Context: an optimization exercise on an open-source flow, tuned for small area. The choices shown serve that exercise and are no tape-out recipe. Function was checked by simulation only, so behaviour that the tests miss may differ from the original. Power and IR drop assume default switching activity.

<file path="flow/config.mk">
export PLATFORM = sky130hd
export DESIGN_NAME = axi_lite_slave
export DESIGN_NICKNAME = axi_lite_slave
export VERILOG_FILES = /design/flow/design.v
export SDC_FILE = /design/flow/constraint.sdc
export NUM_CORES = 4
export LEC_CHECK = 0
export ABC_AREA = 1
export CAP_MARGIN = 20
export CORE_MARGIN = 2
export CORE_UTILIZATION = 70
export SLEW_MARGIN = 20
</file>
<file path="flow/constraint.sdc">
create_clock -name core_clock -period 10.0 [get_ports {S_AXI_ACLK}]
set_input_delay 2.0000 -clock core_clock [delete_from_list [all_inputs] [get_ports {S_AXI_ACLK}]]
set_output_delay 2.0000 -clock core_clock [all_outputs]
set_load 0.01 [all_outputs]
</file>
<file path="flow/design.v">
module axi_lite_slave #(
    parameter ADDR_WIDTH = 4,
    parameter DATA_WIDTH = 32,
    parameter CLK_FREQ_HZ = 100_000_000,
    parameter NUM_LEDS = 4
) (
    input  wire                     S_AXI_ACLK,
    input  wire                     S_AXI_ARESETN,
    input  wire [ADDR_WIDTH-1:0]    S_AXI_AWADDR,
    input  wire [2:0]               S_AXI_AWPROT,
    input  wire                     S_AXI_AWVALID,
    output wire                     S_AXI_AWREADY,
    input  wire [DATA_WIDTH-1:0]    S_AXI_WDATA,
    input  wire [DATA_WIDTH/8-1:0]  S_AXI_WSTRB,
    input  wire                     S_AXI_WVALID,
    output wire                     S_AXI_WREADY,
    output wire [1:0]               S_AXI_BRESP,
    output wire                     S_AXI_BVALID,
    input  wire                     S_AXI_BREADY,
    input  wire [ADDR_WIDTH-1:0]    S_AXI_ARADDR,
    input  wire [2:0]               S_AXI_ARPROT,
    input  wire                     S_AXI_ARVALID,
    output wire                     S_AXI_ARREADY,
    output wire [DATA_WIDTH-1:0]    S_AXI_RDATA,
    output wire [1:0]               S_AXI_RRESP,
    output wire                     S_AXI_RVALID,
    input  wire                     S_AXI_RREADY,
    output wire [NUM_LEDS-1:0]      LED,
    output wire [6:0]               SEG_CATHODE,
    output wire [3:0]               SEG_ANODE,
    output wire                     IRQ_OUT,
    input  wire                     EXT_IRQ_IN
);
    wire clk   = S_AXI_ACLK;
    wire rst_n = S_AXI_ARESETN;
    reg        awready_r, wready_r, bvalid_r, both_r;
    reg        wr_c1, wr_c2;           
    reg [1:0]  wr_addr;                
    reg [31:0] wr_data;
    reg [3:0]  wr_strb;
    wire w_idle = (awready_r == wready_r) & ~bvalid_r & ~both_r;
    wire w_addr = ~awready_r & wready_r;
    wire w_data = awready_r & ~wready_r;
    wire w_take_a = (w_idle | w_data) & S_AXI_AWVALID;
    wire w_take_d = (w_idle | w_addr) & S_AXI_WVALID;
    always @(posedge clk) begin
        if (!rst_n) begin
            awready_r <= 1'b0;
            wready_r  <= 1'b0;
            bvalid_r  <= 1'b0;
            both_r    <= 1'b0;
            wr_c1     <= 1'b0;
            wr_c2     <= 1'b0;
        end else begin
            awready_r <= (w_idle | w_data) & ~S_AXI_AWVALID;
            wready_r  <= (w_idle | w_addr) & ~S_AXI_WVALID;
            both_r    <= (w_idle & S_AXI_AWVALID & S_AXI_WVALID) |
                         (w_addr & S_AXI_WVALID) | (w_data & S_AXI_AWVALID);
            bvalid_r  <= both_r | (bvalid_r & ~S_AXI_BREADY);
            wr_c1     <= both_r;
            wr_c2     <= wr_c1;
        end
    end
    always @(posedge clk) begin
        if (w_take_a) wr_addr <= S_AXI_AWADDR[3:2];
        if (w_take_d) begin
            wr_data <= S_AXI_WDATA;
            wr_strb <= S_AXI_WSTRB;
        end
    end
    assign S_AXI_AWREADY = awready_r;
    assign S_AXI_WREADY  = wready_r;
    assign S_AXI_BVALID  = bvalid_r;
    assign S_AXI_BRESP   = 2'b00;
    reg  [31:0] reg_led, reg_seg, reg_rsv;
    wire [3:0]  be_led = wr_strb & {4{wr_c2 & (wr_addr == 2'd0)}};
    wire [3:0]  be_seg = wr_strb & {4{wr_c2 & (wr_addr == 2'd1)}};
    wire [3:0]  be_rsv = wr_strb & {4{wr_c2 & (wr_addr == 2'd3)}};
    function [31:0] upd(input [31:0] cur, input [31:0] nd, input [3:0] be, input rn);
        integer i;
        begin
            for (i = 0; i < 4; i = i + 1)
                upd[8*i +: 8] = (nd[8*i +: 8] & {8{be[i] & rn}}) |
                                (cur[8*i +: 8] & {8{~be[i] & rn}});
        end
    endfunction
    wire [31:0] seg_next = upd(reg_seg, wr_data, be_seg, rst_n);
    always @(posedge clk) begin
        reg_led <= upd(reg_led, wr_data, be_led, rst_n);
        reg_seg <= seg_next;
        reg_rsv <= upd(reg_rsv, wr_data, be_rsv, rst_n);
    end
    reg  irq_status, irq_status_d;
    wire irq_pulse;
    wire irq_clr = wr_c1 & (wr_addr == 2'd2) & wr_strb[0] & wr_data[0];
    always @(posedge clk) begin
        if (!rst_n)
            irq_status <= 1'b0;
        else if (irq_clr)
            irq_status <= 1'b0;
        else if (irq_pulse)
            irq_status <= 1'b1;
        irq_status_d <= irq_status;
    end
    assign IRQ_OUT = irq_status;
    reg        arready_r, rvalid_r, rd_p1, rd_p2;
    reg [1:0]  rd_addr;
    reg [31:0] rdata_r;
    wire r_idle = ~rvalid_r & ~rd_p1 & ~rd_p2;
    always @(posedge clk) begin
        if (!rst_n) begin
            arready_r <= 1'b0;
            rvalid_r  <= 1'b0;
            rd_p1     <= 1'b0;
            rd_p2     <= 1'b0;
        end else begin
            arready_r <= r_idle & ~S_AXI_ARVALID;
            rd_p1     <= r_idle & S_AXI_ARVALID;
            rd_p2     <= rd_p1;
            rvalid_r  <= rd_p2 | (rvalid_r & ~S_AXI_RREADY);
        end
    end
    always @(posedge clk) begin
        if (r_idle & S_AXI_ARVALID) rd_addr <= S_AXI_ARADDR[3:2];
    end
    wire rd_ld   = rd_p2 & rst_n;
    wire rd_keep = ~rd_p2 & rst_n;
    wire [31:0] rd_s0 = {32{rd_ld & (rd_addr == 2'd0)}};
    wire [31:0] rd_s1 = {32{rd_ld & (rd_addr == 2'd1)}};
    wire        rd_s2 = rd_ld & (rd_addr == 2'd2);
    wire [31:0] rd_s3 = {32{rd_ld & (rd_addr == 2'd3)}};
    always @(posedge clk) begin
        rdata_r <= (rd_s0 & reg_led) | (rd_s1 & reg_seg) | (rd_s3 & reg_rsv) |
                   {31'h0, rd_s2 & irq_status_d} | ({32{rd_keep}} & rdata_r);
    end
    assign S_AXI_ARREADY = arready_r;
    assign S_AXI_RVALID  = rvalid_r;
    assign S_AXI_RDATA   = rdata_r;
    assign S_AXI_RRESP   = 2'b00;
    assign LED = reg_led[NUM_LEDS-1:0];
    localparam [20:0] DB_INV = 21'h155555;
    reg        ext_s1, ext_s2, ext_stable, ext_d1, ext_pulse;
    reg [20:0] db_cnt;
    wire [20:0] db_lfsr = db_cnt ^ DB_INV;
    wire       db_diff = ext_s2 ^ ext_stable;
    wire       db_done = (db_lfsr == 21'h0AFAD4);
    wire [20:0] db_step = {db_lfsr[19:0], ~(db_lfsr[20] ^ db_lfsr[18])};
    always @(posedge clk) begin
        if (!rst_n) begin
            ext_s1     <= 1'b0;
            ext_s2     <= 1'b0;
            ext_stable <= 1'b0;
            ext_pulse  <= 1'b0;
            db_cnt     <= DB_INV;
        end else begin
            ext_s1    <= EXT_IRQ_IN;
            ext_s2    <= ext_s1;
            ext_pulse <= ext_stable & ~ext_d1;
            if (db_diff & db_done)
                ext_stable <= ext_s2;
            if (db_diff & ~db_done)
                db_cnt <= db_step ^ DB_INV;
            else
                db_cnt <= DB_INV;
        end
    end
    always @(posedge clk) ext_d1 <= ext_stable;
    assign irq_pulse = ext_pulse;
    localparam [14:0] SC_INV = 15'h5555;
    reg [14:0] seg_cnt;
    reg [1:0]  digit_sel;
    wire [14:0] seg_lfsr = seg_cnt ^ SC_INV;
    wire       seg_wrap = (seg_lfsr == 15'h77B9);
    always @(posedge clk) begin
        if (!rst_n) begin
            seg_cnt   <= SC_INV;
            digit_sel <= 2'b00;
        end else if (seg_wrap) begin
            seg_cnt   <= SC_INV;
            digit_sel <= {digit_sel[0], ~digit_sel[1]};
        end else begin
            seg_cnt   <= {seg_lfsr[13:0], ~(seg_lfsr[14] ^ seg_lfsr[13])} ^ SC_INV;
        end
    end
    reg [3:0] cur_digit;
    reg [6:0] cathode;
    reg [3:0] anode;
    always @(*) begin
        case (digit_sel)
            2'b00:   cur_digit = seg_next[3:0];
            2'b01:   cur_digit = seg_next[7:4];
            2'b11:   cur_digit = seg_next[11:8];
            default: cur_digit = seg_next[15:12];
        endcase
    end
    always @(*) begin
        case (cur_digit)
            4'h0: cathode = 7'b1000000;
            4'h1: cathode = 7'b1111001;
            4'h2: cathode = 7'b0100100;
            4'h3: cathode = 7'b0110000;
            4'h4: cathode = 7'b0011001;
            4'h5: cathode = 7'b0010010;
            4'h6: cathode = 7'b0000010;
            4'h7: cathode = 7'b1111000;
            4'h8: cathode = 7'b0000000;
            4'h9: cathode = 7'b0010000;
            4'hA: cathode = 7'b0001000;
            4'hB: cathode = 7'b0000011;
            4'hC: cathode = 7'b1000110;
            4'hD: cathode = 7'b0100001;
            4'hE: cathode = 7'b0000110;
            default: cathode = 7'b0001110;
        endcase
    end
    always @(*) begin
        case (digit_sel)
            2'b00:   anode = 4'b1110;
            2'b01:   anode = 4'b1101;
            2'b11:   anode = 4'b1011;
            default: anode = 4'b0111;
        endcase
    end
    assign SEG_CATHODE = cathode;
    assign SEG_ANODE   = anode;
endmodule
</file>
<file path="flow/flow/run.sh">
#!/bin/bash
# Layout flow: the standard ORFS flow (standard.sh) with changes that
# only affect combinational mapping and buffering; the registers, their
# names and their cell types are those of the standard synthesis.
#  * Synthesis: ABC maps with an area-oriented script (abc_area.script in
#    this folder) instead of ORFS's, and Yosys's half/full-adder extraction
#    is skipped (ADDER_MAP_FILE empty), so ABC maps that logic too.  ORFS's
#    scripts are copied to ./scripts with only abc_area.script replaced.
#  * Every input and output port gets its own sky130_fd_sc_hd__buf_1.
#  * Clock tree synthesis: clkbuf_8 buffers, up to 16 sinks per leaf
#    cluster, no dummy loads.
# The make output goes to orfs_flow.log here; ORFS keeps each step's log
# under orfs/logs/.
set -euo pipefail
W=$(pwd)
HERE=$(cd "$(dirname "$0")" && pwd)
rm -rf "$W/scripts"
cp -r "$FLOW_HOME/scripts" "$W/scripts"
cp "$HERE/abc_area.script" "$W/scripts/abc_area.script"
bash standard.sh \
  "SCRIPTS_DIR=$W/scripts" \
  "ADDER_MAP_FILE=" \
  "BUFFER_PORTS_ARGS=-buffer_cell sky130_fd_sc_hd__buf_1" \
  "CTS_ARGS=-sink_clustering_enable -repair_clock_nets -dont_use_dummy_load -buf_list sky130_fd_sc_hd__clkbuf_8 -sink_clustering_size 16 -sink_clustering_max_diameter 50" \
  finish > "$W/orfs_flow.log" 2>&1
</file>
<file path="flow/flow/abc_area.script">
strash
dch -f
amap -m -F 4 -A 6
topo
</file>
<file path="flow/standard.sh">
#!/bin/bash
# synth_recipe.tcl (not shown) runs the flow's synth.tcl, then flattens the netlist and writes it again
# the make line also repeats each setting of config.mk as NAME=value (left out here)
make -C /OpenROAD-flow-scripts/flow DESIGN_CONFIG=/design/flow/config.mk WORK_HOME=/design/flow/orfs CLKGATE_MAP_FILE= SYNTH_SCRIPT=/design/flow/synth_recipe.tcl "${@:-finish}"
</file>
==> flow_metrics.tcl, run 1 <==
set metrics [dict create \
    synth_commonest_cells "dfxtp_1, clkinv_1, o22ai_1, nor2_1, o21ai_0" \
    synth_warnings 1 \
    route.detailed.drc 0 \
    fmax_mhz 144.8 \
    power.density_mw_per_mm2 173.5 \
    num_io_pins 115 \
    busiest_layer "met2" \
    ys_top_cells_by_area "dfxtp_1, edfxtp_1, o22ai_1" \
    synth.most_common_cell "dfxtp_1" \
    syn_area_per_cell_um2 10.41 \
    hold_viol 0 \
    tns_ps 0 \
    crit_fanout 18 \
    register_area_mm2 0.004865 \
    slew_violations 0 \
    multi_input_area_mm2 0.001974 \
    whs_endpoint "ext_d1" \
    hold_path_startpoint "ext_stable" \
    relSlewSlack_pct 21.93 \
    fin_skew_ps 25.87 \
    min_period_ps 6907 \
    use_met3_pct 4.802 \
    synthesis.area_mm2 0.007451 \
    crit_required_ps 8000 \
    reg2reg_from "awready_r" \
    fin_util_pct 80.31 \
    tightest_slew_ps 1159 \
    rows 37 \
    synth_fa_ha_area_share_pct 0 \
    htreeDepth 1 \
    reg2reg_depth 5 \
    use_met1_pct 37.35 \
    dp_hpwl_um 11300 \
    synth-simple-area-share_pct 8.128 \
    layout-drive-gt1-share_pct 3.589 \
    port_buffers 100 \
    layout.nets 896 \
    clock-sinks 223 \
    die_w_um 107.2 \
    core_mm2 0.01032 \
    r2r_slack_ps 7820 \
    rsz0062_at_grt "false" \
    r2r_end "wr_data[10]" \
    hold_depth 0 \
    grt_max_degree 38 \
    gp_congestion 0.8192 \
    synth_compound_area_share_pct 17.87 \
    post_drt_wl_per_cell_um 17.24 \
    clock_latency_ps 490 \
    clockBufferDepth 3 \
    cts_tree "done" \
    worstPathArrival_ps 4910 \
    synthMuxAreaShare_pct 0 \
    synth_edf_count 40 \
    drt-pass1-iter-count 8 \
    die_y_um 107.2 \
    period_share_pct 69.07 \
    fill_cells 689 \
    wl_um 16760 \
    ir_drop_mv 0.1504 \
    grt_pass1_wl_um 26210 \
    total_power_mw 1.438 \
    synthDistinctLibCells 32 \
    end_kind "output port" \
    antennaDiodeCount 0 \
    overflow 0 \
    synth_top_family_by_area "compound AO/OA/AOI/OAI gates" \
    synthCells 716 \
    ys.flop_type "dfxtp_1" \
    crit_start "S_AXI_ARESETN" \
    setup_viol 0 \
    grt_pass1_vias 5621 \
    cp-start-kind "input pin" \
    synth_xor_area_share_pct 0 \
    hp-class "register to register" \
    ys_ff_latch 223 \
    antenna_left 0 \
    synth_top_area_share_pct 49.17 \
    cts-resized-gates 0 \
    grtUsageTotal_pct 28.76 \
    root_buffer "clkbuf_8" \
    grt_antenna_before_repair 0 \
    status "finished clean" \
    area_delta_synth_final_pct 11.27 \
    drt_first_iter_violations 529 \
    dp_cells 953 \
    routed_via_density 5.972 \
    yosys.area.top_type "dfxtp_1" \
    final_cells 972 \
    p_leak_nw 2.691 \
    async_reset_ff_share_pct 0 \
    path_clk_slew_ps 100 \
    worstSetupPathType "input pin to output port" \
    drv_cap 0 \
    die_area_mm2 0.01149 \
    cts_buffers 18 \
    grtUsageMet2_pct 48.51 \
    hold_buffers 0 \
    initial_core_util_pct 72.17 \
    vias 5805 \
    seq_area_frac_synth_pct 65.29 \
    postCtsSetupBuffers 0 \
]
[how the worst max path moves through the flow]
stage                           to  slack [ps]  cells past startpoint
finish              SEG_CATHODE[0]        3090                     11
global placement    SEG_CATHODE[1]        3480                     10
detailed placement  SEG_CATHODE[0]        3230                     11
CTS                 SEG_CATHODE[0]        3230                     11
global route        SEG_CATHODE[5]        2960                     11
floorplan           SEG_CATHODE[0]        3930                      9
[layer usage]
metal,share of wire (%),vias up
met1,41,2772
met5,0,-
met2,50,241
met4,1.7,0
li1,-,2763
met3,7.8,29
[registers in the layout, summed over array words and instances, names as in the netlist, 2 cells and up]
| name | flops |
|---|---|
| db_cnt | 21 |
| digit_sel | 2 |
| rd_addr | 2 |
| rdata_r | 32 |
| reg_led | 32 |
| reg_rsv | 32 |
| reg_seg | 32 |
| seg_cnt | 15 |
| wr_addr | 2 |
| wr_data | 32 |
| wr_strb | 4 |
[cells by family after synthesis]
| logic type | count (synthesis) |
|---|---|
| buf+inv | 164 |
| other cells | 1 |
| flops | 223 |
| simple gates | 130 |
| compound gates | 198 |
[cells in the final DEF (no fill, tap or decap), drive strengths merged]
cell	n
dfxtp	183
clkinv	156
buf	107
o22ai	96
nor2	46
o21ai	46
edfxtp	40
nand2	36
a222oi	36
clkbuf	18
or3	12
nor3	11
a21oi	7
nor2b	7
nand3	5
a221oi	4
conb	4
nor4	3
nand4	3
or4b	2
o211ai	2
nor3b	1
o311ai	1
o22a	1
a22oi	1
o31ai	1
o32ai	1
nand4bb	1
or4	1
o21bai	1
nand4b	1
or2	1
a31oi	1
[layout make-up]
cell class | instances | share of cell area [%]
inverter | 156 | 7.063
multi-input combinational | 332 | 23.82
sequential | 223 | 58.68
tap | 136 | 2.053
timing repair buffer | 107 | 5.403
clock buffer | 18 | 2.988
[through the flow]
| stage | cell area, µm² | hold slack [ps] | setup slack (ps) |
|---|---|---|---|
| after floorplan | 7462 | 338.0 | 3928 |
| after global placement | 8015 | 342.9 | 3485 |
| after detailed placement | 8015 | 347.4 | 3230 |
| after CTS | 8263 | 357.3 | 3231 |
| after global routing | 8290 | 372.0 | 2957 |
| final | 8290 | 351.5 | 3093 |
[worst max-delay path: stages]
cell      delay [ps]
buf_1            580
clkinv_1         220
or3_1            490
o22ai_1          270
a222oi_1         150
nand2_1          190
clkinv_1         220
nor2_1           290
a21oi_1           80
o32ai_1          220
buf_1            190
[power breakdown]
part	total [mW]	internal [mW]	switching [mW]
registers	0.948	0.938	0.00955
clock network	0.420	0.162	0.258
logic	0.0707	0.0196	0.0511
==> inputs of run 2 (changes only) <==
--- a/flow/flow/run.sh
+++ b/flow/flow/run.sh
@@ -23,3 +23,3 @@
   "BUFFER_PORTS_ARGS=-buffer_cell sky130_fd_sc_hd__buf_1" \
-  "CTS_ARGS=-sink_clustering_enable -repair_clock_nets -dont_use_dummy_load -buf_list sky130_fd_sc_hd__clkbuf_8 -sink_clustering_size 16 -sink_clustering_max_diameter 50" \
+  "CTS_ARGS=-sink_clustering_enable -repair_clock_nets -dont_use_dummy_load -buf_list {sky130_fd_sc_hd__clkbuf_4 sky130_fd_sc_hd__clkbuf_8 sky130_fd_sc_hd__clkbuf_16} -sink_clustering_size 18 -sink_clustering_max_diameter 50" \
   finish > "$W/orfs_flow.log" 2>&1
==> flow/flow/abc_area.script (replaced) <==
strash
&get -n
&dch -f
&nf -R 1000 -p
&put
topo
--- a/flow/config.mk
+++ b/flow/config.mk
@@ -10,3 +10,3 @@
 export CORE_MARGIN = 2
-export CORE_UTILIZATION = 70
+export CORE_UTILIZATION = 75
 export SLEW_MARGIN = 20
==> flow_metrics.tcl, run 2 <==
set metrics [dict create \
    status "finished clean" \
    overflow 0 \
    drv_cap 0 \
    power.density_mw_per_mm2 186.7 \
    grt_pass1_vias 5575 \
    vias 5676 \
    core_mm2 0.009328 \
    synth_top_area_share_pct 50.42 \
    tns_ps 0 \
    cts_tree "done" \
    end_kind "output port" \
    layout-drive-gt1-share_pct 3.453 \
    crit_top_cell "nand2_1" \
    worstPathArrival_ps 5060 \
    crit_fanout 35 \
    die_w_um 102.4 \
    clockBufferDepth 3 \
    p_leak_nw 3.132 \
    num_io_pins 115 \
    async_reset_ff_share_pct 0 \
    grt_pass1_wl_um 27290 \
    place_area_mm2 0.007809 \
    worstSetupPathType "input pin to output port" \
    hold_viol 0 \
    setup_viol 0 \
    yosys.area.top_type "dfxtp_1" \
    cp-start-kind "input pin" \
    period_share_pct 70.63 \
    wl_um 17760 \
    ir_drop_mv 0.1757 \
    synth_commonest_cells "dfxtp_1, nand2_1, a22o_1, edfxtp_1, nor2_1" \
    reg2reg_depth 3 \
    die_y_um 102.4 \
    final_common_cell "dfxtp_1" \
    route.detailed.drc 0 \
    rows 35 \
    ys_top_cells_by_area "dfxtp_1, edfxtp_1, a22o_1" \
    seq_area_frac_synth_pct 66.95 \
    clock-sinks 223 \
    root_buffer "clkbuf_8" \
    relSlewSlack_pct 31.48 \
    design_area_mm2 0.008175 \
    path_cells "buf_1, buf_4, clkinv_1, a21oi_1, a22o_1, a22o_1, a21oi_1, nand2_1, nor2_1, nand2_1, o21ai_0, nand2_1, o221ai_1, buf_1" \
    layout.nets 784 \
    area_delta_synth_final_pct 12.52 \
    drt_first_iter_violations 602 \
    postCtsSetupBuffers 0 \
    synth.most_common_cell "dfxtp_1" \
    die_area_mm2 0.01049 \
    hold_buffers 0 \
    path_clk_slew_ps 70 \
    fin_skew_ps 30.20 \
    post_drt_wl_per_cell_um 20.82 \
    drt-pass1-iter-count 8 \
    gp_congestion 0.8339 \
    synth_edf_count 40 \
    fmax_mhz 141.6 \
    dp_hpwl_um 10700 \
    htreeDepth 1 \
    synthesis.area_mm2 0.007266 \
    setup_slack_ps 2937 \
    fill_cells 460 \
    routed_via_density 6.654 \
    initial_core_util_pct 77.89 \
    crit_required_ps 8000 \
    cts-resized-gates 0 \
    synth_warnings 1 \
    syn_area_per_cell_um2 11.95 \
    antennaDiodeCount 0 \
    grt_max_degree 37 \
    min_period_ps 7063 \
    critPathMaxStageDelay_ps 740 \
    slew_violations 0 \
    tightest_slew_ps 1026 \
    hold_depth 1 \
    place_ws_ps 2857 \
    grt_antenna_before_repair 0 \
    ys.flop_type "dfxtp_1" \
    rsz0062_at_grt "false" \
    final_cell_mix "dfxtp_1, nand2_1, buf_1, a22o_1, edfxtp_1" \
    port_buffers 100 \
    hp-class "register to register" \
    synthDistinctLibCells 31 \
    cts_buffers 16 \
    ys_ff_latch 223 \
    antenna_left 0 \
    clock_latency_ps 520 \
    synthCells 608 \
    grtUsageTotal_pct 33.66 \
    cp_slowest_cell "a21oi_1" \
]
run 2: cell count changes after synthesis, moves of 10 or more:
cell / delta
clkinv_1: -145
a22o_1: +98
o22ai_1: -96
nand2_1: +67
o21ai_0: -38
and3_1: +15
a21oi_1: +12
or3_1: -12
and2_0: +10
run 2: path summary, 6_finish.rpt:
check,startpoint,end,slack [ps]
min,db_cnt[5],db_cnt[6],380
max reg2reg,wr_addr[1],reg_led[12],7740
min reg2reg,db_cnt[5],db_cnt[6],380
max,S_AXI_ARESETN,SEG_CATHODE[3],2940
run 2: per-stage QoR:
| stage | hold slack (ps) | total power, mW | std cells | utilization (%) |
|---|---|---|---|---|
| after floorplan | 352.7 | 0.9910 | 611 | - |
| after global placement | 358.1 | 1.012 | 837 | 83.72 |
| after detailed placement | 366.6 | 1.015 | 837 | 83.72 |
| after CTS | 383.0 | 1.526 | 853 | 87.65 |
| after global routing | 394.7 | 1.565 | 853 | 87.65 |
| final | 381.4 | 1.526 | 853 | 87.65 |
run 2: per-layer routing:
| metal | up-vias | wire length, µm | share of wire [%] | GRT usage (%) |
|---|---|---|---|---|
| met4 | 0 | 581 | 3.3 | 15.79 |
| met3 | 56 | 1500 | 8.4 | 6.224 |
| met2 | 345 | 9076 | 51 | 58.82 |
| li1 | 2532 | - | - | - |
| met5 | - | 0 | 0 | 0 |
| met1 | 2743 | 6604 | 37 | 40.26 |
run 2: layout make-up:
type                       count  area [µm²]  share of cell area [%]
tap                          129       161.4                   1.974
sequential                   223        4865                   59.50
clock buffer                  16       366.6                   4.484
inverter                      11       41.29                  0.5051
timing repair buffer         105       412.9                   5.051
multi-input combinational    369        2328                   28.48
run 2: power by group:
part | switching [mW] | total, mW | internal [mW]
registers | 0.0165 | 0.952 | 0.935
clock network | 0.272 | 0.528 | 0.256
logic | 0.0342 | 0.0460 | 0.0118
run 2: critical path, delay by kind of cell:
kind	cells	cell delay (ps)
AOI/OAI and AO/OA	6	1450
buffers and inverters	4	1040
and+or+nand+nor	4	550
run 2: cells by family after synthesis:
family,Yosys count,share of synthesized area [%]
xor gates and xnor gates,4,0.4823
and+or+nand+nor,191,11.56
buffers and inverters,19,1.395
DFF,223,66.95
muxes,1,0.1378
other,1,0.05161
AOI/OAI and AO/OA,169,19.43
==> inputs of run 3 (changes only) <==
--- a/flow/flow/run.sh
+++ b/flow/flow/run.sh
@@ -23,3 +23,3 @@
   "BUFFER_PORTS_ARGS=-buffer_cell sky130_fd_sc_hd__buf_1" \
-  "CTS_ARGS=-sink_clustering_enable -repair_clock_nets -dont_use_dummy_load -buf_list {sky130_fd_sc_hd__clkbuf_4 sky130_fd_sc_hd__clkbuf_8 sky130_fd_sc_hd__clkbuf_16} -sink_clustering_size 18 -sink_clustering_max_diameter 50" \
+  "CTS_ARGS=-sink_clustering_enable -repair_clock_nets -dont_use_dummy_load -buf_list sky130_fd_sc_hd__clkbuf_8 -sink_clustering_size 20 -sink_clustering_max_diameter 40" \
   finish > "$W/orfs_flow.log" 2>&1
--- a/flow/config.mk
+++ b/flow/config.mk
@@ -10,3 +10,3 @@
 export CORE_MARGIN = 2
-export CORE_UTILIZATION = 75
+export CORE_UTILIZATION = 85
 export SLEW_MARGIN = 20
==> flow_metrics.tcl, run 3 <==
set metrics [dict create \
    ys.flop_type "dfxtp_1" \
    failed_stage "clock tree synthesis (4_1_cts)" \
    gp_congestion 0.8989 \
    async_reset_ff_share_pct 0 \
    htreeDepth 1 \
    ys_top_cells_by_area "dfxtp_1, edfxtp_1, a22o_1" \
    dp_cells 814 \
    die_w_um 96.46 \
    hold_buffers 0 \
    cts_buffers 19 \
    port_buffers 100 \
    dp_hpwl_um 13940 \
    clockBufferDepth 3 \
    synth_top_area_share_pct 50.42 \
    synth.most_common_cell "dfxtp_1" \
    ys_ff_latch 223 \
    cts-resized-gates 0 \
    synthCells 608 \
    synth_warnings 1 \
    die_y_um 96.46 \
    seq_area_frac_synth_pct 66.95 \
    root_buffer "clkbuf_8" \
    synth_commonest_cells "dfxtp_1, nand2_1, a22o_1, edfxtp_1, nor2_1" \
    initial_core_util_pct 87.98 \
    postCtsSetupBuffers 0 \
    num_io_pins 115 \
    rows 33 \
    status "did not finish" \
    synthesis.area_mm2 0.007266 \
    syn_area_per_cell_um2 11.95 \
    clock-sinks 223 \
    yosys.area.top_type "dfxtp_1" \
    error_line "[ERROR DPL-0033] detailed placement checks failed during check placement." \
    synthDistinctLibCells 31 \
    synth_edf_count 40 \
]
[run 3: cell counts after synthesis]
Identical to the previous run, type by type.
[run 3: worst max path at each step]
stage | startpoint | to | slack (ps) | depth (start not counted)
3_5_place_dp | S_AXI_ARESETN | SEG_CATHODE[3] | 3180 | 10
3_3_place_gp | S_AXI_ARESETN | SEG_CATHODE[3] | 3360 | 10
2_1_floorplan | S_AXI_ARESETN | SEG_CATHODE[0] | 3880 | 8
[run 3: kinds of logic after synthesis]
| group | synth area share, % |
|---|---|
| AO/OA/AOI/OAI | 19.43 |
| XOR/XNOR | 0.4823 |
| flip-flops | 66.95 |
| other | 0.05161 |
| AND/OR/NAND/NOR | 11.56 |
| multiplexers | 0.1378 |
| buffers and inverters | 1.395 |
[run 3: power by group through the flow]
stage	Combinational [mW]	Sequential [mW]	Clock [mW]
after floorplan	0.0241	0.967	0
after global placement	0.0422	0.969	0
after detailed placement	0.0466	0.973	0
[run 3: metrics by stage]
stage	cell area, µm²	util, %	setup slack (ps)	hold WS (ps)
3_5_place_dp	7781	94.23	3183	376.3
2_1_floorplan	7277	-	3883	352.7
3_3_place_gp	7781	94.23	3356	360.0
==> inputs of run 4 (changes only) <==
--- a/flow/flow/run.sh
+++ b/flow/flow/run.sh
@@ -23,3 +23,3 @@
   "BUFFER_PORTS_ARGS=-buffer_cell sky130_fd_sc_hd__buf_1" \
-  "CTS_ARGS=-sink_clustering_enable -repair_clock_nets -dont_use_dummy_load -buf_list sky130_fd_sc_hd__clkbuf_8 -sink_clustering_size 20 -sink_clustering_max_diameter 40" \
+  "CTS_ARGS=-sink_clustering_enable -repair_clock_nets -dont_use_dummy_load -buf_list sky130_fd_sc_hd__clkbuf_8 -sink_clustering_size 24 -sink_clustering_max_diameter 40" \
   finish > "$W/orfs_flow.log" 2>&1
--- a/flow/config.mk
+++ b/flow/config.mk
@@ -10,3 +10,3 @@
 export CORE_MARGIN = 2
-export CORE_UTILIZATION = 85
+export CORE_UTILIZATION = 80
 export SLEW_MARGIN = 20
==> flow_metrics.tcl, run 4 <==
set metrics [dict create \
    power.density_mw_per_mm2 179.8 \
    grt_max_degree 37 \
    worstPathArrival_ps 5290 \
    ys.flop_type "dfxtp_1" \
    route.detailed.drc 0 \
    final_cell_mix "dfxtp_1, nand2_1, buf_1, a22o_1, edfxtp_1" \
    fin_skew_ps 57.99 \
    synth_edf_count 40 \
    min_period_ps 7286 \
    postCtsSetupBuffers 0 \
    met3_length_um 1971 \
    period_share_pct 72.86 \
    slew_violations 0 \
    synthDistinctLibCells 31 \
    cp.buffers_inverters 4 \
    hp-class "register to register" \
    cp-start-kind "input pin" \
    worstSetupPathType "input pin to output port" \
    path_cells "buf_1, buf_4, clkinv_1, a21oi_1, a22o_1, a22o_1, a21oi_1, nand2_1, nor2_1, nand2_1, o21ai_0, nand2_1, o221ai_1, buf_1" \
    p_leak_nw 3.098 \
    setup_viol 0 \
    grt_pass1_wl_um 29950 \
    grtUsageTotal_pct 38.60 \
    ir_drop_mv 0.1845 \
    vias 5906 \
    critPathMaxStageDelay_ps 890 \
    final_common_cell "dfxtp_1" \
    die_w_um 99.30 \
    clock-sinks 223 \
    rows 34 \
    synth.most_common_cell "dfxtp_1" \
    clock_latency_ps 520 \
    ys_ff_latch 223 \
    status "finished clean" \
    core_mm2 0.008763 \
    hold_viol 0 \
    seq_area_frac_synth_pct 66.95 \
    antenna_left 0 \
    die_y_um 99.30 \
    drv_cap 0 \
    crit_required_ps 8000 \
    port_buffers 100 \
    dp_hpwl_um 11810 \
    area_delta_synth_final_pct 10.94 \
    syn_area_per_cell_um2 11.95 \
    drt_first_iter_violations 782 \
    cts_tree "done" \
    wl_um 19010 \
    grt_antenna_before_repair 0 \
    drt-met1-wl_um 6704 \
    path_clk_slew_ps 110 \
    antennaDiodeCount 0 \
    end_kind "output port" \
    layout.nets 789 \
    synthesis.area_mm2 0.007266 \
    synthCells 608 \
    fmax_mhz 137.3 \
    post_drt_wl_per_cell_um 22.71 \
    cts-resized-gates 0 \
    crit_fanout 35 \
    ys_top_cells_by_area "dfxtp_1, edfxtp_1, a22o_1" \
    tns_ps 0 \
    clockBufferDepth 3 \
    synth_warnings 1 \
    rsz0062_at_grt "false" \
    yosys.area.top_type "dfxtp_1" \
    initial_core_util_pct 82.91 \
    synth_commonest_cells "dfxtp_1, nand2_1, a22o_1, edfxtp_1, nor2_1" \
    overflow 0 \
    holdWs_ps 378.7 \
    tightest_slew_ps 1098 \
    drt-pass1-iter-count 8 \
    gp_congestion 0.8206 \
    htreeDepth 1 \
    cpLargestDelayFamily "compound AO/OA/AOI/OAI gates" \
    relSlewSlack_pct 26.64 \
    fill_cells 327 \
    routed_via_density 7.056 \
    top_layer "met4" \
    async_reset_ff_share_pct 0 \
    synth_top_area_share_pct 50.42 \
    dr_wl_met2_um 9460 \
    hold_buffers 0 \
    die_area_mm2 0.009860 \
    grt_pass1_vias 5901 \
    crit_top_cell "nand2_1" \
    num_io_pins 115 \
    cp_slowest_cell "a21oi_1" \
    layout-drive-gt1-share_pct 4.115 \
    cts_buffers 20 \
    root_buffer "clkbuf_8" \
]
==> run 4: cell counts after synthesis <==
Identical to the previous run, type by type.
==> run 4: cells by family after synthesis <==
| group | Yosys count | share of synthesized area [%] |
|---|---|---|
| mux | 1 | 0.1378 |
| flops | 223 | 66.95 |
| buf+inv | 19 | 1.395 |
| other cells | 1 | 0.05161 |
| xor+xnor | 4 | 0.4823 |
| simple gates | 191 | 11.56 |
| compound gates | 169 | 19.43 |
==> run 4: routing by layer <==
metal / global-route usage [%] / up-vias
met5: 0 / -
li1: - / 2527
met2: 65.80 / 484
met1: 47.56 / 2799
met4: 18.44 / 0
met3: 7.519 / 96
==> run 4: final timing paths <==
check / cells after the start / end / startpoint / slack [ps]
setup / recovery: 14 / SEG_CATHODE[3] / S_AXI_ARESETN / 2710
hold reg to reg: 1 / seg_cnt[9] / seg_cnt[8] / 380
hold / removal: 1 / seg_cnt[9] / seg_cnt[8] / 380
setup reg to reg: 3 / reg_led[2] / wr_addr[1] / 7650
==> run 4: final cells by class <==
type / instances / area, µm² / area share [%]
Inverter: 11 / 41.29 / 0.5123
Clock buffer: 20 / 275.3 / 3.415
Tap cell: 108 / 135.1 / 1.677
Timing Repair Buffer: 106 / 420.4 / 5.216
Sequential cell: 223 / 4865 / 60.35
Multi-Input combinational cell: 369 / 2323 / 28.83
==> run 4: through the flow <==
step	power (mW)	cell area [µm²]	cells	setup slack [ps]	utilization (%)
floorplan	0.9910	7277	611	3883	-
global placement	1.012	7785	817	3088	88.84
detailed placement	1.017	7785	817	2837	88.84
CTS	1.442	8060	837	2745	91.98
global route	1.479	8060	837	2500	91.98
finish	1.449	8060	837	2714	91.98
==> run 4: power breakdown <==
part	internal, mW	switching (mW)	total, mW
Clock	0.179	0.269	0.448
Sequential	0.936	0.0178	0.954
Combinational	0.0120	0.0352	0.0472
==> run 4: worst register-to-register path, cell delays in order, from the launching register on <==
cell      delay [ps]
edfxtp_1         480
nor3b_1          930
a21oi_1          480
a22o_1           350
==> inputs of run 5 (changes only) <==
--- a/flow/flow/run.sh
+++ b/flow/flow/run.sh
@@ -23,3 +23,3 @@
   "BUFFER_PORTS_ARGS=-buffer_cell sky130_fd_sc_hd__buf_1" \
-  "CTS_ARGS=-sink_clustering_enable -repair_clock_nets -dont_use_dummy_load -buf_list sky130_fd_sc_hd__clkbuf_8 -sink_clustering_size 24 -sink_clustering_max_diameter 40" \
+  "CTS_ARGS=-sink_clustering_enable -repair_clock_nets -dont_use_dummy_load -buf_list sky130_fd_sc_hd__clkbuf_8 -sink_clustering_size 20 -sink_clustering_max_diameter 60" \
   finish > "$W/orfs_flow.log" 2>&1
--- a/flow/config.mk
+++ b/flow/config.mk
@@ -10,3 +10,3 @@
 export CORE_MARGIN = 2
-export CORE_UTILIZATION = 80
+export CORE_UTILIZATION = 75
 export SLEW_MARGIN = 20
==> flow_metrics.tcl, run 5 <==
set metrics [dict create \
    initial_core_util_pct 77.89 \
    total_power_mw 1.383 \
    relSlewSlack_pct 32.80 \
    grt_max_degree 37 \
    dp_hpwl_um 10700 \
    ys_top_cells_by_area "dfxtp_1, edfxtp_1, a22o_1" \
    slew_violations 0 \
    ir_drop_mv 0.1608 \
    drv_cap 0 \
    layout.nets 783 \
    postCtsSetupBuffers 0 \
    synthesis.area_mm2 0.007266 \
    antennaDiodeCount 0 \
    htreeDepth 1 \
    die_y_um 102.4 \
    fin_util_pct 85.93 \
    die_w_um 102.4 \
    port_buffers 100 \
    period_share_pct 69.81 \
    vias 5442 \
    synth.most_common_cell "dfxtp_1" \
    core_mm2 0.009328 \
    path_clk_slew_ps 110 \
    post_drt_wl_per_cell_um 19.06 \
    layout-drive-gt1-share_pct 3.320 \
    synth_commonest_cells "dfxtp_1, nand2_1, a22o_1, edfxtp_1, nor2_1" \
    area_delta_synth_final_pct 10.32 \
    hp-class "register to register" \
    setup_viol 0 \
    fmax_mhz 143.2 \
    clock_latency_ps 490 \
    clock-sinks 223 \
    cts-resized-gates 0 \
    route.detailed.drc 0 \
    gp_congestion 0.8339 \
    ys_ff_latch 223 \
    cts_tree "done" \
    rsz0062_at_grt "false" \
    hold_buffers 0 \
    final_cell_mix "dfxtp_1, nand2_1, buf_1, a22o_1, edfxtp_1" \
    seq_area_frac_synth_pct 66.95 \
    synth_warnings 1 \
    antenna_left 0 \
    p_leak_nw 3.059 \
    final_common_cell "dfxtp_1" \
    synth_top_area_share_pct 50.42 \
    hold_viol 0 \
    worstSetupPathType "input pin to output port" \
    crit_fanout 35 \
    ys.flop_type "dfxtp_1" \
    grtUsageTotal_pct 30.92 \
    wl_um 16240 \
    crit_required_ps 8000 \
    clockBufferDepth 3 \
    rows 35 \
    power.density_mw_per_mm2 172.6 \
    status "finished clean" \
    tightest_slew_ps 1006 \
    cts_buffers 15 \
    fin_skew_ps 66.48 \
    synthCells 608 \
    cp-start-kind "input pin" \
    async_reset_ff_share_pct 0 \
    r2r_slack_ps 7760 \
    drt_first_iter_violations 513 \
    synth_edf_count 40 \
    routed_via_density 6.387 \
    root_buffer "clkbuf_8" \
    overflow 0 \
    grt_pass1_vias 5333 \
    num_io_pins 115 \
    syn_area_per_cell_um2 11.95 \
    worstPathArrival_ps 4980 \
    min_period_ps 6981 \
    grt_pass1_wl_um 25350 \
    fill_cells 501 \
    drt-pass1-iter-count 8 \
    end_kind "output port" \
    synthDistinctLibCells 31 \
    yosys.area.top_type "dfxtp_1" \
    tns_ps 0 \
    die_area_mm2 0.01049 \
    grt_antenna_before_repair 0 \
]
-- run 5: cell counts after synthesis --
No cell type changed its count.
-- run 5: power by group --
part / switching, mW / total (mW) / internal, mW
logic: 0.0334 / 0.0452 / 0.0118
registers: 0.0157 / 0.952 / 0.936
clock network: 0.250 / 0.386 / 0.136
-- run 5: final cells by class --
cell class	count	area, µm²	area share (%)
Tap cell	129	161.4	2.014
Sequential cell	223	4865	60.69
Inverter	11	41.29	0.5151
Multi-Input combinational cell	369	2328	29.05
Clock buffer	15	206.4	2.576
Timing Repair Buffer	105	412.9	5.151
-- run 5: kinds of logic after synthesis --
family	synth area share, %
multiplexers	0.1378
AO/OA/AOI/OAI	19.43
AND/OR/NAND/NOR	11.56
buffers and inverters	1.395
other	0.05161
flip-flops	66.95
XOR/XNOR	0.4823
-- run 5: final timing paths --
check                                   start              to  cells past startpoint
worst max-delay path            S_AXI_ARESETN  SEG_CATHODE[3]                     14
worst min-delay path               db_cnt[13]      db_cnt[14]                      1
worst max register to register     wr_addr[1]     reg_led[12]                      3
worst min register to register     db_cnt[13]      db_cnt[14]                      1
-- run 5: metal layers --
layer | GRT usage (%) | share of wire (%) | vias to the layer above | wire length (µm)
li1 | - | - | 2526 | -
met4 | 10.26 | 1.9 | 0 | 310
met5 | 0 | 0 | - | 0
met1 | 39.47 | 39 | 2633 | 6345
met3 | 5.062 | 8.0 | 27 | 1296
met2 | 53.85 | 51 | 256 | 8290
-- run 5: metrics by stage --
step	instances	worst slack (ps)	hold slack [ps]	cell area, µm²
CTS	852	2844	306.2	8015
floorplan	611	3883	352.7	7277
global placement	837	2983	358.1	7809
finish	852	3019	305.2	8015
detailed placement	837	2857	366.6	7809
global route	852	2829	300.3	8015
-- run 5: worst max-delay path: stages --
cell	delay, ps
buf_1	70
buf_4	300
clkinv_1	470
a21oi_1	710
a22o_1	280
a22o_1	150
a21oi_1	70
nand2_1	200
nor2_1	100
nand2_1	130
o21ai_0	80
nand2_1	130
o221ai_1	120
buf_1	160
==> inputs of run 6 (changes only) <==
--- a/flow/flow/run.sh
+++ b/flow/flow/run.sh
@@ -23,3 +23,3 @@
   "BUFFER_PORTS_ARGS=-buffer_cell sky130_fd_sc_hd__buf_1" \
-  "CTS_ARGS=-sink_clustering_enable -repair_clock_nets -dont_use_dummy_load -buf_list sky130_fd_sc_hd__clkbuf_8 -sink_clustering_size 20 -sink_clustering_max_diameter 60" \
+  "CTS_ARGS=-sink_clustering_enable -repair_clock_nets -dont_use_dummy_load -buf_list sky130_fd_sc_hd__clkbuf_8 -sink_clustering_size 18 -sink_clustering_max_diameter 70" \
   finish > "$W/orfs_flow.log" 2>&1
--- a/flow/config.mk
+++ b/flow/config.mk
@@ -10,3 +10,3 @@
 export CORE_MARGIN = 2
-export CORE_UTILIZATION = 75
+export CORE_UTILIZATION = 78
 export SLEW_MARGIN = 20
==> flow_metrics.tcl, run 6 <==
set metrics [dict create \
    ir_drop_mv 0.1776 \
    die_y_um 100.5 \
    cts_buffers 16 \
    tightest_slew_ps 1066 \
    ys_ff_latch 223 \
    place_area_mm2 0.007789 \
    fmax_mhz 139.3 \
    synth.most_common_cell "dfxtp_1" \
    slew_violations 0 \
    postCtsSetupBuffers 0 \
    rows 35 \
    root_buffer "clkbuf_8" \
    drv_cap 0 \
    synth_top_area_share_pct 50.42 \
    die_area_mm2 0.01010 \
    synthDistinctLibCells 31 \
    grt_max_degree 36 \
    synth_commonest_cells "dfxtp_1, nand2_1, a22o_1, edfxtp_1, nor2_1" \
    grtUsageTotal_pct 32.69 \
    drt-pass1-iter-count 7 \
    fill_cells 471 \
    design_area_mm2 0.008014 \
    multi_input_area_mm2 0.002328 \
    grt_pass1_wl_um 26320 \
    post_drt_wl_per_cell_um 19.89 \
    routed_via_density 6.653 \
    clock-sinks 223 \
    rsz0062_at_grt "false" \
    yosys.area.top_type "dfxtp_1" \
    synth_warnings 1 \
    layout-drive-gt1-share_pct 3.724 \
    synthCells 608 \
    antennaDiodeCount 0 \
    crit_fanout 35 \
    min_period_ps 7177 \
    crit_required_ps 8000 \
    ys.flop_type "dfxtp_1" \
    async_reset_ff_share_pct 0 \
    whs_endpoint "db_cnt[10]" \
    cp-start-kind "input pin" \
    path_cells "buf_1, buf_4, clkinv_1, a21oi_1, a22o_1, a222oi_1, a21boi_0, and2_0, nand2_1, o221ai_1, buf_1" \
    hold_buffers 0 \
    initial_core_util_pct 79.38 \
    drt_first_iter_violations 508 \
    ys_top_cells_by_area "dfxtp_1, edfxtp_1, a22o_1" \
    core_mm2 0.009153 \
    dp_hpwl_um 10980 \
    setup_viol 0 \
    register_area_mm2 0.004865 \
    cts-resized-gates 0 \
    path_clk_slew_ps 100 \
    status "finished clean" \
    hold_viol 0 \
    clockBufferDepth 3 \
    num_io_pins 115 \
    final_cells 836 \
    fin_util_pct 87.56 \
    route.detailed.drc 0 \
    cpLargestDelayFamily "compound AO/OA/AOI/OAI gates" \
    layout.nets 785 \
    hold_path_startpoint "db_cnt[9]" \
    wl_um 16630 \
    r2r_end "rdata_r[31]" \
    hp-class "register to register" \
    fin_skew_ps 45.18 \
    end_kind "output port" \
    vias 5562 \
    final_common_cell "dfxtp_1" \
    tns_ps 0 \
    area_delta_synth_final_pct 10.30 \
    r2r_slack_ps 8040 \
    port_buffers 100 \
    gp_congestion 0.8442 \
    final_cell_mix "dfxtp_1, nand2_1, buf_1, a22o_1, edfxtp_1" \
    cts_tree "done" \
    syn_area_per_cell_um2 11.95 \
    p_leak_nw 3.071 \
    cp.buffers_inverters 4 \
    antenna_left 0 \
    hold_depth 1 \
    cp_slowest_cell "a21boi_0" \
    die_w_um 100.5 \
    grt_antenna_before_repair 0 \
    critPathMaxStageDelay_ps 890 \
    dp_cells 820 \
    overflow 0 \
    period_share_pct 71.77 \
    reg2reg_depth 5 \
    power.density_mw_per_mm2 174.1 \
    clock_latency_ps 490 \
    crit_top_cell "buf_1" \
    synthesis.area_mm2 0.007266 \
    seq_area_frac_synth_pct 66.95 \
    worstSetupPathType "input pin to output port" \
    grt_pass1_vias 5522 \
    worstPathArrival_ps 5180 \
    total_power_mw 1.395 \
    htreeDepth 1 \
    synth_edf_count 40 \
    reg2reg_from "rd_p2" \
    relSlewSlack_pct 28.30 \
]
-- run 6: through the flow --
stage          hold slack, ps  setup slack (ps)
6_report                353.2              2823
3_3_place_gp            359.5              3057
3_5_place_dp            370.4              2897
5_1_grt                 357.5              2552
4_1_cts                 353.7              2883
2_1_floorplan           352.7              3883
-- run 6: layout make-up --
class	count	share of cell area (%)
timing repair buffer	106	5.246
multi-input combinational	369	29.06
sequential	223	60.70
tap	111	1.733
inverter	11	0.5152
clock buffer	16	2.748
-- run 6: logic make-up (layout without fill, tap and decap cells) --
group	count (synthesis)	in the layout	synth area share, %
xor gates and xnor gates	4	4	0.4823
muxes	1	1	0.1378
other	1	4	0.05161
and+or+nand+nor	191	191	11.56
DFF	223	223	66.95
AOI/OAI and AO/OA	169	169	19.43
buffers and inverters	19	133	1.395
-- run 6: layer usage --
metal  vias up  track usage (%)  wire, µm
li1       2531                -         -
met5         -                0         0
met3        44            5.270      1504
met1      2665            42.39      6445
met4         0            13.38       423
met2       322            55.24      8255
-- run 6: power by group --
group	switching (mW)	total [mW]	leakage (nW)	internal, mW
sequential	0.0160	0.952	1.86	0.936
clock	0.253	0.398	0.115	0.145
combinational	0.0340	0.0460	1.10	0.0120
-- run 6: worst max-delay path by stage --
stage / from / endpoint / cells past startpoint / slack, ps
2_1_floorplan: S_AXI_ARESETN / SEG_CATHODE[0] / 8 / 3880
3_3_place_gp: S_AXI_ARESETN / SEG_CATHODE[5] / 11 / 3060
3_5_place_dp: S_AXI_ARESETN / SEG_CATHODE[0] / 11 / 2900
4_1_cts: S_AXI_ARESETN / SEG_CATHODE[0] / 11 / 2880
5_1_grt: S_AXI_ARESETN / SEG_CATHODE[5] / 11 / 2550
6_report: S_AXI_ARESETN / SEG_CATHODE[3] / 11 / 2820
-- run 6: worst register-to-register path, stage by stage (launching register included) --
cell and delay (ps):
dfxtp_1 500, nand2_1 150, nor3_2 570, buf_4 440, a222oi_1 120, nand2_1 130
==> inputs of run 7 (changes only) <==
--- a/flow/flow/run.sh
+++ b/flow/flow/run.sh
@@ -23,3 +23,3 @@
   "BUFFER_PORTS_ARGS=-buffer_cell sky130_fd_sc_hd__buf_1" \
-  "CTS_ARGS=-sink_clustering_enable -repair_clock_nets -dont_use_dummy_load -buf_list sky130_fd_sc_hd__clkbuf_8 -sink_clustering_size 18 -sink_clustering_max_diameter 70" \
+  "CTS_ARGS=-sink_clustering_enable -repair_clock_nets -dont_use_dummy_load -buf_list sky130_fd_sc_hd__clkbuf_8 -sink_clustering_size 18 -sink_clustering_max_diameter 50" \
   finish > "$W/orfs_flow.log" 2>&1
--- a/flow/config.mk
+++ b/flow/config.mk
@@ -10,3 +10,3 @@
 export CORE_MARGIN = 2
-export CORE_UTILIZATION = 78
+export CORE_UTILIZATION = 75
 export SLEW_MARGIN = 20
==> flow_metrics.tcl, run 7 <==
set metrics [dict create \
    status "finished clean" \
    drv_cap 0 \
    root_buffer "clkbuf_8" \
    synth_top_area_share_pct 50.42 \
    sequentialPowerShare_pct 68.1 \
    antennaDiodeCount 0 \
    drt-pass1-iter-count 5 \
    ys_ff_latch 223 \
    seq_area_frac_synth_pct 66.95 \
    die_y_um 102.4 \
    end_kind "output port" \
    hold_buffers 0 \
    hp-class "register to register" \
    vias 5505 \
    ir_drop_mv 0.1682 \
    synth_warnings 1 \
    post_drt_wl_per_cell_um 19.42 \
    synth_commonest_cells "dfxtp_1, nand2_1, a22o_1, edfxtp_1, nor2_1" \
    relSlewSlack_pct 33.43 \
    gp_congestion 0.8339 \
    use_met3_pct 6.019 \
    design_area_mm2 0.008029 \
    fill_cells 501 \
    min_period_ps 7012 \
    grtUsageTotal_pct 31.28 \
    ys_top_cells_by_area "dfxtp_1, edfxtp_1, a22o_1" \
    postCtsSetupBuffers 0 \
    fin_skew_ps 39.42 \
    clock-sinks 223 \
    synthesis.area_mm2 0.007266 \
    slew_violations 0 \
    grt_antenna_before_repair 0 \
    core_mm2 0.009328 \
    cts_buffers 16 \
    hold_viol 0 \
    busiest_layer "met2" \
    port_buffers 100 \
    yosys.area.top_type "dfxtp_1" \
    crit_required_ps 8000 \
    overflow 0 \
    clockBufferDepth 3 \
    routed_via_density 6.454 \
    final_common_cell "dfxtp_1" \
    grtUsageMet2_pct 55.05 \
    syn_area_per_cell_um2 11.95 \
    rsz0062_at_grt "false" \
    tns_ps 0 \
    path_clk_slew_ps 100 \
    grt_pass1_vias 5446 \
    power.density_mw_per_mm2 173.9 \
    clock_latency_ps 500 \
    die_w_um 102.4 \
    internal_power_mw 1.092 \
    initial_core_util_pct 77.89 \
    rows 35 \
    tightest_slew_ps 996.3 \
    cts-resized-gates 0 \
    synth_edf_count 40 \
    worstSetupPathType "input pin to output port" \
    setup_slack_ps 2988 \
    drt_first_iter_violations 562 \
    synthDistinctLibCells 31 \
    layout-drive-gt1-share_pct 3.453 \
    p_clk_share_pct 28.6 \
    area_delta_synth_final_pct 10.50 \
    wl_um 16560 \
    p_leak_nw 3.066 \
    num_io_pins 115 \
    async_reset_ff_share_pct 0 \
    worstPathArrival_ps 5010 \
    place_area_mm2 0.007809 \
    antenna_left 0 \
    cts_tree "done" \
    layout.nets 784 \
    die_area_mm2 0.01049 \
    dp_hpwl_um 10700 \
    final_cell_mix "dfxtp_1, nand2_1, buf_1, a22o_1, edfxtp_1" \
    route.detailed.drc 0 \
    p_switching_mw 0.3042 \
    setup_viol 0 \
    period_share_pct 70.12 \
    crit_fanout 35 \
    cp-start-kind "input pin" \
    synth.most_common_cell "dfxtp_1" \
    swShare_pct 21.78 \
    total_power_mw 1.396 \
    pwr-share-comb_pct 3.2 \
    place_ws_ps 2857 \
    synthCells 608 \
    ys.flop_type "dfxtp_1" \
    grt_max_degree 37 \
    use_met1_pct 38.72 \
    fmax_mhz 142.6 \
    grt_pass1_wl_um 25650 \
    htreeDepth 1 \
]
run 7: critical path: stages:
cell and delay, ps:
buf_1 70, buf_4 300, clkinv_1 470, a21oi_1 730, a22o_1 320, a22o_1 160, a221oi_1 110, nor2_1 250
nand2_1 100, o21ai_0 110, nand2_1 100, o31ai_1 120, buf_1 180
run 7: final timing paths:
kind                               startpoint  slack, ps        endpoint  cells after the start
worst max-delay path            S_AXI_ARESETN       2990  SEG_CATHODE[0]                     13
worst min-delay path               db_cnt[15]        380      db_cnt[16]                      1
worst max register to register     wr_addr[1]       7760     reg_led[11]                      3
worst min register to register     db_cnt[15]        380      db_cnt[16]                      1
run 7: area by class of cell:
type	count	area, µm²	area share (%)
well taps	129	161.4	2.010
repair buffers	105	412.9	5.143
clock buffers	16	220.2	2.743
multi-input cells	369	2328	29.00
flip-flops and latches	223	4865	60.59
inverters	11	41.29	0.5143
run 7: cells by family after synthesis:
logic type | after synthesis | share of synthesized area [%]
AO/OA/AOI/OAI | 169 | 19.43
XOR/XNOR | 4 | 0.4823
buffers and inverters | 19 | 1.395
flip-flops | 223 | 66.95
multiplexers | 1 | 0.1378
other | 1 | 0.05161
AND/OR/NAND/NOR | 191 | 11.56
run 7: through the flow:
step	cells	hold slack (ps)	utilization, %
finish	853	384.5	86.08
floorplan	611	352.7	-
detailed placement	837	366.6	83.72
global route	853	401.1	86.08
CTS	853	377.2	86.08
global placement	837	358.1	83.72
run 7: layer usage:
metal | vias to the layer above | share of wire [%]
met5 | - | 0
met4 | 0 | 1.5
met3 | 27 | 7.9
met2 | 266 | 51
met1 | 2686 | 39
li1 | 2526 | -
run 7: power groups by stage:
stage                     combinational, mW  sequential [mW]  clock [mW]
after global placement               0.0430            0.969           0
after CTS                            0.0450            0.951       0.401
after detailed placement             0.0447            0.971           0
after floorplan                      0.0241            0.967           0
final                                0.0454            0.951       0.400
after global routing                 0.0495            0.953       0.430

==> afterwards: timing with drivers on the ports <==
The flow's constraints put no driver on any port. The routed layouts listed below were extracted and timed again, unchanged, in two steps.
Step 1, drivers: a clkbuf_16 drives S_AXI_ACLK and a buf_2 each remaining input, both assumed.
Step 2, shift: input delay + t, output delay - t, t = (earliest + latest rising clock arrival at the registers) / 2. This alone moves slack from input paths to output paths.
a / b / c = ideal / step 1 / step 2; a / b = the first two.
| run | t (ns) | slack for setup (ns) | hold slack, ns | worst register clock-pin slew, ns | cell pins on the clock port's net |
|---|---|---|---|---|---|
| run 1 | 0.520 | 3.093 / 3.067 / 3.067 | 0.351 / 0.351 / 0.351 | 0.10 / 0.10 | 1 |
| run 2 | 0.540 | 2.937 / 2.916 / 2.916 | 0.381 / 0.381 / 0.381 | 0.08 / 0.08 | 1 |
| run 4 | 0.526 | 2.714 / 2.692 / 2.692 | 0.379 / 0.379 / 0.379 | 0.12 / 0.12 | 1 |
| run 5 | 0.494 | 3.019 / 2.998 / 2.998 | 0.305 / 0.305 / 0.305 | 0.12 / 0.12 | 1 |
| run 6 | 0.505 | 2.823 / 2.803 / 2.803 | 0.353 / 0.353 / 0.353 | 0.11 / 0.11 | 1 |
| run 7 | 0.518 | 2.988 / 2.967 / 2.967 | 0.385 / 0.385 / 0.385 | 0.11 / 0.11 | 1 |
After both steps every run listed still meets setup and hold. The setup slack of run 1, which loses most, moves by -0.026 ns with the drivers and by -0.026 ns with both steps.
